What follows belongs to an exercise in optimizing a design on an open flow for small area; a production flow would make more cautious choices. Only simulation tests tie the RTL to the original design; equivalence was not proved. The clock port is modelled as an ideal driver, which makes a skipped or thinned clock tree look cheaper than it is; a real chip needs a root buffer or a tree. Power is estimated from default activity; no workload was simulated.

==> 09-19 <==
==> flow/design.v <==
`timescale 1ns / 1ps
module Counter(
    input wire clk,
    input wire rst,
    input wire up,
    input wire down,
    input wire reset,
    input wire [3:0] amount,
    output wire [3:0] anodes,
    output wire [7:0] cathodes
);
    localparam [10:0] LF_POL = 11'b10101010101;
    reg [10:0] lf_r;
    wire [10:0] lf = lf_r ^ LF_POL;
    reg [2:0] q8;
    reg [2:0] q5;
    wire wrap = &lf;                             
    always @(posedge clk) begin
        if (rst) begin
            lf_r <= 11'b00111111110 ^ LF_POL;
            q8 <= 3'd0;
            q5 <= 3'b000;
        end else begin
            lf_r <= {lf[9:3], lf[2] ^ wrap, lf[1:0], lf[10] ^ lf[8]} ^ LF_POL;
            if (wrap) begin
                q8 <= q8 + 3'd1;
                q5 <= {q5[1:0], ~(q5[1] | q5[2])};
            end
        end
    end
    wire [1:0] idx = q8[2:1];
    wire q5_2 = q5[1] & q5[0];                   
    wire q5_4 = q5[2] & ~q5[1];                  
    wire sample = (lf == 11'b00000010100) && q5_2;    
    wire exam = (lf == 11'b01111111111) && q5_4;      
    reg [2:0] prev;
    reg [1:0] act;    
    always @(posedge clk) begin
        if (rst)
            prev <= 3'b000;
        else if (sample) begin
            prev <= {reset, down, up};
            if (reset & ~prev[2]) act <= 2'b11;
            else if (down & ~prev[1]) act <= 2'b10;
            else if (up & ~prev[0]) act <= 2'b01;
            else act <= 2'b00;
        end
    end
    reg [3:0] amt;
    reg rst_q;
    always @(posedge clk) begin
        amt <= amount;
        rst_q <= rst;
    end
    reg [7:0] value_n;
    wire [7:0] value = ~value_n;
    wire en_add = exam & (act == 2'b01);
    wire en_sub = exam & (act == 2'b10);
    wire clr = rst | (exam & (act == 2'b11));
    wire [7:0] step = {{4{en_sub}}, ({4{en_add}} & amt) | ({4{en_sub}} & ~amt)};
    always @(posedge clk)
        value_n <= clr ? 8'hff : ~(value + step + {7'd0, en_sub});
    wire sign = value[7];
    wire [7:0] n = sign ? -value : value;
    wire [3:0] q = n / 8'd10;           
    wire ge10 = q != 4'd0;
    wire ge100 = q >= 4'd10;
    wire [3:0] tens = ge100 ? q - 4'd10 : q;
    wire [3:0] units = n - {q, 3'b000} - {q, 1'b0};    
    reg [3:0] dig;
    reg show;
    always @(*) begin
        case (idx)
            2'd0: begin dig = units; show = 1'b1; end
            2'd1: begin dig = ge10 ? tens : 4'd10; show = ge10 | sign; end
            2'd2: begin dig = ge100 ? 4'd1 : 4'd10; show = ge100 | (ge10 & sign); end
            default: begin dig = 4'd10; show = ge100 & sign; end
        endcase
    end
    reg [6:0] seg;
    always @(*) begin
        case (dig)           
            4'd0: seg = 7'b0000001;
            4'd1: seg = 7'b1001111;
            4'd2: seg = 7'b0010010;
            4'd3: seg = 7'b0000110;
            4'd4: seg = 7'b1001100;
            4'd5: seg = 7'b0100100;
            4'd6: seg = 7'b0100000;
            4'd7: seg = 7'b0001111;
            4'd8: seg = 7'b0000000;
            4'd9: seg = 7'b0000100;
            default: seg = 7'b1111110;
        endcase
    end
    wire blank = rst_q | ~show;
    assign anodes = blank ? 4'b1111 : ~(4'b0001 << idx);
    assign cathodes = {blank ? 7'b1111111 : seg, 1'b1};
endmodule
==> flow/flow/run.sh <==
#!/bin/bash
# Own layout flow: the standard flow (standard.sh, same make targets and
# settings) with an area-oriented logic synthesis and minimum-size port buffers.
#  - synthesis is the standard flow's synthesis script with full-adder extraction off and
#    the ABC mapping script replaced by flow/area.abc (deepsyn, amap and mfs3); it is run
#    with several ABC seeds, in parallel, and the smallest netlist is kept.
#    Registers and their names are those of the standard synthesis.
#  - port buffers are buf_1; CTS uses no dummy loads, and its root buffer is
#    dropped (the clock port drives the four leaf clock buffers).
# Each tool's output goes to a log file in the work folder (synth_s*.log,
# flow_make.log) and ORFS's own logs under orfs*/logs.
set -euo pipefail
WORK=$(pwd)
FLOWDIR=$WORK/flow

sed 's|^\( *\)log_cmd abc {\*}$abc_args|\1log_cmd abc -script $::env(AREA_ABC_SCRIPT) {*}[lrange $abc_args 2 end]|' \
    "$FLOW_HOME/scripts/synth.tcl" > "$WORK/area_synth_body.tcl"
grep -q "AREA_ABC_SCRIPT" "$WORK/area_synth_body.tcl"
sed 's|source \$::env(SCRIPTS_DIR)/synth.tcl|source '"$WORK"'/area_synth_body.tcl|' \
    "$WORK/synth_recipe.tcl" > "$WORK/area_synth.tcl"
grep -q "area_synth_body.tcl" "$WORK/area_synth.tcl"

sed -e 's|SYNTH_SCRIPT=[^ ]*synth_recipe.tcl|SYNTH_SCRIPT='"$WORK"'/area_synth.tcl|' \
    -e 's|"\${@:-finish}"|ADDER_MAP_FILE= "BUFFER_PORTS_ARGS=-buffer_cell sky130_fd_sc_hd__buf_1" "CTS_ARGS=-sink_clustering_enable -repair_clock_nets -dont_use_dummy_load" "${@:-finish}"|' \
    "$WORK/standard.sh" > "$WORK/area_standard.sh"
grep -q "area_synth.tcl" "$WORK/area_standard.sh"

# Synthesis with several ABC seeds, in parallel
SEEDS="1 2 3 4 5 6 7 8 9 10 11 12"
PAR=${NUM_CORES:-4}
n=0
for s in $SEEDS; do
  sed "s/SEED/$s/g" "$FLOWDIR/area.abc" > "$WORK/area_s$s.abc"
  ( AREA_ABC_SCRIPT="$WORK/area_s$s.abc" bash "$WORK/area_standard.sh" WORK_HOME="$WORK/orfs_s$s" synth \
      > "$WORK/synth_s$s.log" 2>&1 || echo "seed $s failed" ) &
  n=$((n+1))
  if (( n % PAR == 0 )); then wait; fi
done
wait
best=""; best_area=""
for s in $SEEDS; do
  rpt="$WORK/orfs_s$s/reports/sky130hd/Counter/base/synth_stat.txt"
  [[ -f "$rpt" && -f "$WORK/orfs_s$s/results/sky130hd/Counter/base/1_synth.odb" ]] || continue
  a=$(grep "Chip area for module" "$rpt" | tail -1 | awk '{print $NF}')
  echo "seed $s area $a" | tee -a "$WORK/synth_choice.log"
  if [[ -z "$best" ]] || awk -v a="$a" -v b="$best_area" 'BEGIN{exit !(a<b)}'; then best=$s; best_area=$a; fi
done
[[ -n "$best" ]]
echo "chosen seed $best area $best_area" | tee -a "$WORK/synth_choice.log"
rm -rf "$WORK/orfs"
mv "$WORK/orfs_s$best" "$WORK/orfs"

# Rest of the standard flow on the chosen netlist
# (after CTS, flow/noroot.tcl removes the clock tree's root buffer so that
# the clock port feeds the four leaf buffers directly)
AREA_ABC_SCRIPT="$WORK/area_s$best.abc" POST_CTS_TCL="$FLOWDIR/noroot.tcl" \
    bash "$WORK/area_standard.sh" > "$WORK/flow_make.log" 2>&1
==> flow/flow/area.abc <==
strash
&get -n
&deepsyn -T 40 -S SEED
&put
dch -f
amap -F 4 -A 20
mfs3 -ae
topo
stime -c
==> flow/flow/noroot.tcl <==
set block [ord::get_db_block]
set root [$block findInst clkbuf_0_clk]
if { $root != "NULL" } {
  set in_net [[$root findITerm A] getNet]
  set out_net [[$root findITerm X] getNet]
  set loads {}
  foreach it [$out_net getITerms] {
    if { [$it getInst] != $root } { lappend loads $it }
  }
  if { [llength $loads] <= 4 && [$out_net getBTerms] == "" } {
    foreach it $loads {
      $it disconnect
      $it connect $in_net
    }
    [$root findITerm A] disconnect
    [$root findITerm X] disconnect
    odb::dbInst_destroy $root
    odb::dbNet_destroy $out_net
    estimate_parasitics -placement
    puts "noroot: removed clkbuf_0_clk, [llength $loads] leaf buffers on the clock port"
  } else {
    puts "noroot: kept clkbuf_0_clk ([llength $loads] loads)"
  }
}
==> flow/standard.sh <==
#!/bin/bash
# synth_recipe.tcl (not shown) runs the flow's synth.tcl, then flattens the netlist and writes it again
# the make line also repeats each setting of config.mk as NAME=value (left out here)
make -C /OpenROAD-flow-scripts/flow DESIGN_CONFIG=/design/flow/config.mk WORK_HOME=/design/flow/orfs CLKGATE_MAP_FILE= SYNTH_SCRIPT=/design/flow/synth_recipe.tcl "${@:-finish}"
==> flow/config.mk <==
export PLATFORM = sky130hd
export DESIGN_NAME = Counter
export DESIGN_NICKNAME = Counter
export VERILOG_FILES = /design/flow/design.v
export SDC_FILE = /design/flow/constraint.sdc
export NUM_CORES = 4
export LEC_CHECK = 0
export CAP_MARGIN = 20
export CORE_AREA = 2.3 2.72 60.72 60.56
export DIE_AREA = 0 0 63 63
export SLEW_MARGIN = 20
==> flow/constraint.sdc <==
create_clock -name core_clock -period 15.0 [get_ports {clk}]
set_input_delay 3.0000 -clock core_clock [delete_from_list [all_inputs] [get_ports {clk}]]
set_output_delay 3.0000 -clock core_clock [all_outputs]
set_load 0.01 [all_outputs]
==> inputs of 05-16, as changes to 09-19 <==
==> flow/design.v, changed modules only <==
module Counter(
    input wire clk,
    input wire rst,
    input wire up,
    input wire down,
    input wire reset,
    input wire [3:0] amount,
    output wire [3:0] anodes,
    output wire [7:0] cathodes
);
    reg [10:0] lf;
    reg [2:0] q8;
    reg [2:0] q5;
    wire wrap = &lf;                             
    always @(posedge clk) begin
        if (rst) begin
            lf <= 11'b00111111110;
            q8 <= 3'd0;
            q5 <= 3'b000;
        end else begin
            lf <= {lf[9:3], lf[2] ^ wrap, lf[1:0], lf[10] ^ lf[8]};
            if (wrap) begin
                q8 <= q8 + 3'd1;
                q5 <= {q5[1:0], ~(q5[1] | q5[2])};
            end
        end
    end
    wire [1:0] idx = q8[2:1];
    wire q5_2 = q5[1] & q5[0];                   
    wire q5_4 = q5[2] & ~q5[1];                  
    wire sample = (lf == 11'b00000010100) && q5_2;    
    wire exam = (lf == 11'b01111111111) && q5_4;      
    reg [2:0] prev;
    reg [1:0] act;    
    always @(posedge clk) begin
        if (rst)
            prev <= 3'b000;
        else if (sample) begin
            prev <= {reset, down, up};
            if (reset & ~prev[2]) act <= 2'b11;
            else if (down & ~prev[1]) act <= 2'b10;
            else if (up & ~prev[0]) act <= 2'b01;
            else act <= 2'b00;
        end
    end
    reg [3:0] amt;
    reg rst_q;
    always @(posedge clk) begin
        amt <= amount;
        rst_q <= rst;
    end
    reg [7:0] value;
    always @(posedge clk) begin
        if (rst)
            value <= 8'd0;
        else if (exam) begin
            case (act)
                2'b01: value <= value + {4'b0, amt};
                2'b10: value <= value - {4'b0, amt};
                2'b11: value <= 8'd0;
                default: ;
            endcase
        end
    end
    wire sign = value[7];
    wire [7:0] n = sign ? -value : value;
    wire [3:0] q = n / 8'd10;           
    wire ge10 = q != 4'd0;
    wire ge100 = q >= 4'd10;
    wire [3:0] tens = ge100 ? q - 4'd10 : q;
    wire [3:0] units = n - {q, 3'b000} - {q, 1'b0};
    reg [3:0] dig;
    reg show;
    always @(*) begin
        case (idx)
            2'd0: begin dig = units; show = 1'b1; end
            2'd1: begin dig = ge10 ? tens : 4'd10; show = ge10 | sign; end
            2'd2: begin dig = ge100 ? 4'd1 : 4'd10; show = ge100 | (ge10 & sign); end
            default: begin dig = 4'd10; show = ge100 & sign; end
        endcase
    end
    reg [6:0] seg;
    always @(*) begin
        case (dig)           
            4'd0: seg = 7'b0000001;
            4'd1: seg = 7'b1001111;
            4'd2: seg = 7'b0010010;
            4'd3: seg = 7'b0000110;
            4'd4: seg = 7'b1001100;
            4'd5: seg = 7'b0100100;
            4'd6: seg = 7'b0100000;
            4'd7: seg = 7'b0001111;
            4'd8: seg = 7'b0000000;
            4'd9: seg = 7'b0000100;
            default: seg = 7'b1111110;
        endcase
    end
    wire blank = rst_q | ~show;
    assign anodes = blank ? 4'b1111 : ~(4'b0001 << idx);
    assign cathodes = {blank ? 7'b1111111 : seg, 1'b1};
endmodule
==> flow/flow/run.sh (replaced) <==
#!/bin/bash
# Own layout flow: the standard flow with an area-oriented logic synthesis
# (no full-adder extraction, a deeper ABC area script) and minimum-size port
# buffers. Registers and their names are those of the standard synthesis.
set -euo pipefail
WORK=$(pwd)
FLOWDIR=$WORK/flow

# Synthesis: ORFS synth.tcl with the ABC script swapped for flow/area.abc
sed 's|^\( *\)log_cmd abc {\*}$abc_args|\1log_cmd abc -script '"$FLOWDIR"'/area.abc {*}[lrange $abc_args 2 end]|' \
    "$FLOW_HOME/scripts/synth.tcl" > "$WORK/area_synth_body.tcl"
grep -q "area.abc" "$WORK/area_synth_body.tcl"
sed 's|source \$::env(SCRIPTS_DIR)/synth.tcl|source '"$WORK"'/area_synth_body.tcl|' \
    "$WORK/synth_recipe.tcl" > "$WORK/area_synth.tcl"
grep -q "area_synth_body.tcl" "$WORK/area_synth.tcl"

# The standard flow's make command, with the synthesis script above and extra settings
sed -e 's|SYNTH_SCRIPT=[^ ]*synth_recipe.tcl|SYNTH_SCRIPT='"$WORK"'/area_synth.tcl|' \
    -e 's|"\${@:-finish}"|ADDER_MAP_FILE= "BUFFER_PORTS_ARGS=-buffer_cell sky130_fd_sc_hd__buf_1" "CTS_ARGS=-sink_clustering_enable -repair_clock_nets -dont_use_dummy_load -sink_clustering_size 40 -sink_clustering_max_diameter 80 -buf_list sky130_fd_sc_hd__clkbuf_8" "${@:-finish}"|' \
    "$WORK/standard.sh" > "$WORK/area_standard.sh"
grep -q "area_synth.tcl" "$WORK/area_standard.sh"

bash "$WORK/area_standard.sh" > "$WORK/flow_make.log" 2>&1
==> flow/flow/area.abc (replaced) <==
strash
&get -n
&deepsyn -T 60
&put
dch -f
map -a
topo
stime -c
removed: flow/flow/noroot.tcl
==> inputs of 02-26, as changes to 09-19 <==
--- a/flow/design.v
+++ b/flow/design.v
@@ -53,6 +53,5 @@
         rst_q <= rst;
     end
-    reg [7:0] value_n;
-    wire [7:0] value = ~value_n;
+    reg [7:0] value;
     wire en_add = exam & (act == 2'b01);
     wire en_sub = exam & (act == 2'b10);
@@ -60,5 +59,5 @@
     wire [7:0] step = {{4{en_sub}}, ({4{en_add}} & amt) | ({4{en_sub}} & ~amt)};
     always @(posedge clk)
-        value_n <= clr ? 8'hff : ~(value + step + {7'd0, en_sub});
+        value <= clr ? 8'd0 : value + step + {7'd0, en_sub};
     wire sign = value[7];
     wire [7:0] n = sign ? -value : value;
--- a/flow/flow/run.sh
+++ b/flow/flow/run.sh
@@ -6,6 +6,5 @@
 #    with several ABC seeds, in parallel, and the smallest netlist is kept.
 #    Registers and their names are those of the standard synthesis.
-#  - port buffers are buf_1; CTS uses no dummy loads, and its root buffer is
-#    dropped (the clock port drives the four leaf clock buffers).
+#  - port buffers are buf_1; CTS uses no dummy loads.
 # Each tool's output goes to a log file in the work folder (synth_s*.log,
 # flow_make.log) and ORFS's own logs under orfs*/logs.
@@ -52,6 +51,3 @@
 
 # Rest of the standard flow on the chosen netlist
-# (after CTS, flow/noroot.tcl removes the clock tree's root buffer so that
-# the clock port feeds the four leaf buffers directly)
-AREA_ABC_SCRIPT="$WORK/area_s$best.abc" POST_CTS_TCL="$FLOWDIR/noroot.tcl" \
-    bash "$WORK/area_standard.sh" > "$WORK/flow_make.log" 2>&1
+AREA_ABC_SCRIPT="$WORK/area_s$best.abc" bash "$WORK/area_standard.sh" > "$WORK/flow_make.log" 2>&1
removed: flow/flow/noroot.tcl
==> qor summary <==
quantity                                                                                05-16                      02-26                    09-19
Adder-Cell Fraction of Synth Area                                                      0.533%                         0%                       0%
Fraction of final layout cells sized beyond drive strength 1                            4.98%                      1.95%                    1.61%
GRT Overall Usage                                                                       20.1%                      19.9%                    18.4%
Most common cell after layout, fill and taps aside                  sky130_fd_sc_hd__clkinv_1    sky130_fd_sc_hd__nor2_1  sky130_fd_sc_hd__nor2_1
Crit Reg-Reg Endpoint                                                   value[7]$_SDFFE_PP0P_        value[7]$_SDFF_PP0_    value_n[7]$_SDFF_PP1_
Static Leak                                                                          0.771 nW                   0.616 nW                 0.645 nW
Clock transition at path regs                                                           60 ps                     110 ps                   100 ps
Initial DRC Count                                                                          62                        100                       75
Synthesis-to-finish area growth                                                         10.1%                      9.12%                    8.76%
Area of the mapped netlist                                                          1880 um^2                  1740 um^2                1730 um^2
Clock latency (worst-skew pair)                                                        280 ps                     330 ps                   160 ps
Cells after DPL                                                                           342                        298                      291
TritonCTS clock tree                                                                     done                       done                        -
Number of buffer and inverter instances along the worst setup path                          9                          4                        4
Result of the run                                            no timing/DRC/antenna violations  no timing/DRC/antenna violations  no timing/DRC/antenna violations
Syn nets                                                                                  287                        243                      236
Clock tree root buffer cell                                         sky130_fd_sc_hd__clkbuf_8  sky130_fd_sc_hd__clkbuf_4                        -
Wire length after detailed routing                                                    3.47 mm                    3.62 mm                  3.33 mm
Area of placed instances                                                            2000 um^2                  1860 um^2                1850 um^2

what the ideal ports hide:
The flow's constraints put no driver on any port. The routed layouts listed below were extracted and timed again, unchanged, in two steps.
Step 1, drivers: a clkbuf_16 drives clk and a buf_2 each remaining input, both assumed.
Step 2 times the ports against the registers' clock, not the clock port: input delays grow and output delays shrink by t, the midpoint of the rising clock arrivals with the driver on.
Three values: ideal ports, drivers, drivers and shift; two values: the first two.
run	shift t [ns]	setup slack, ns	worst setup path after step 2
09-19	0.194	5.647 / 5.608 / 5.802	register to output
05-16	0.295	7.391 / 7.369 / 7.664	register to output
02-26	0.340	6.296 / 6.274 / 6.614	register to output
After both steps every run listed still meets setup and hold.
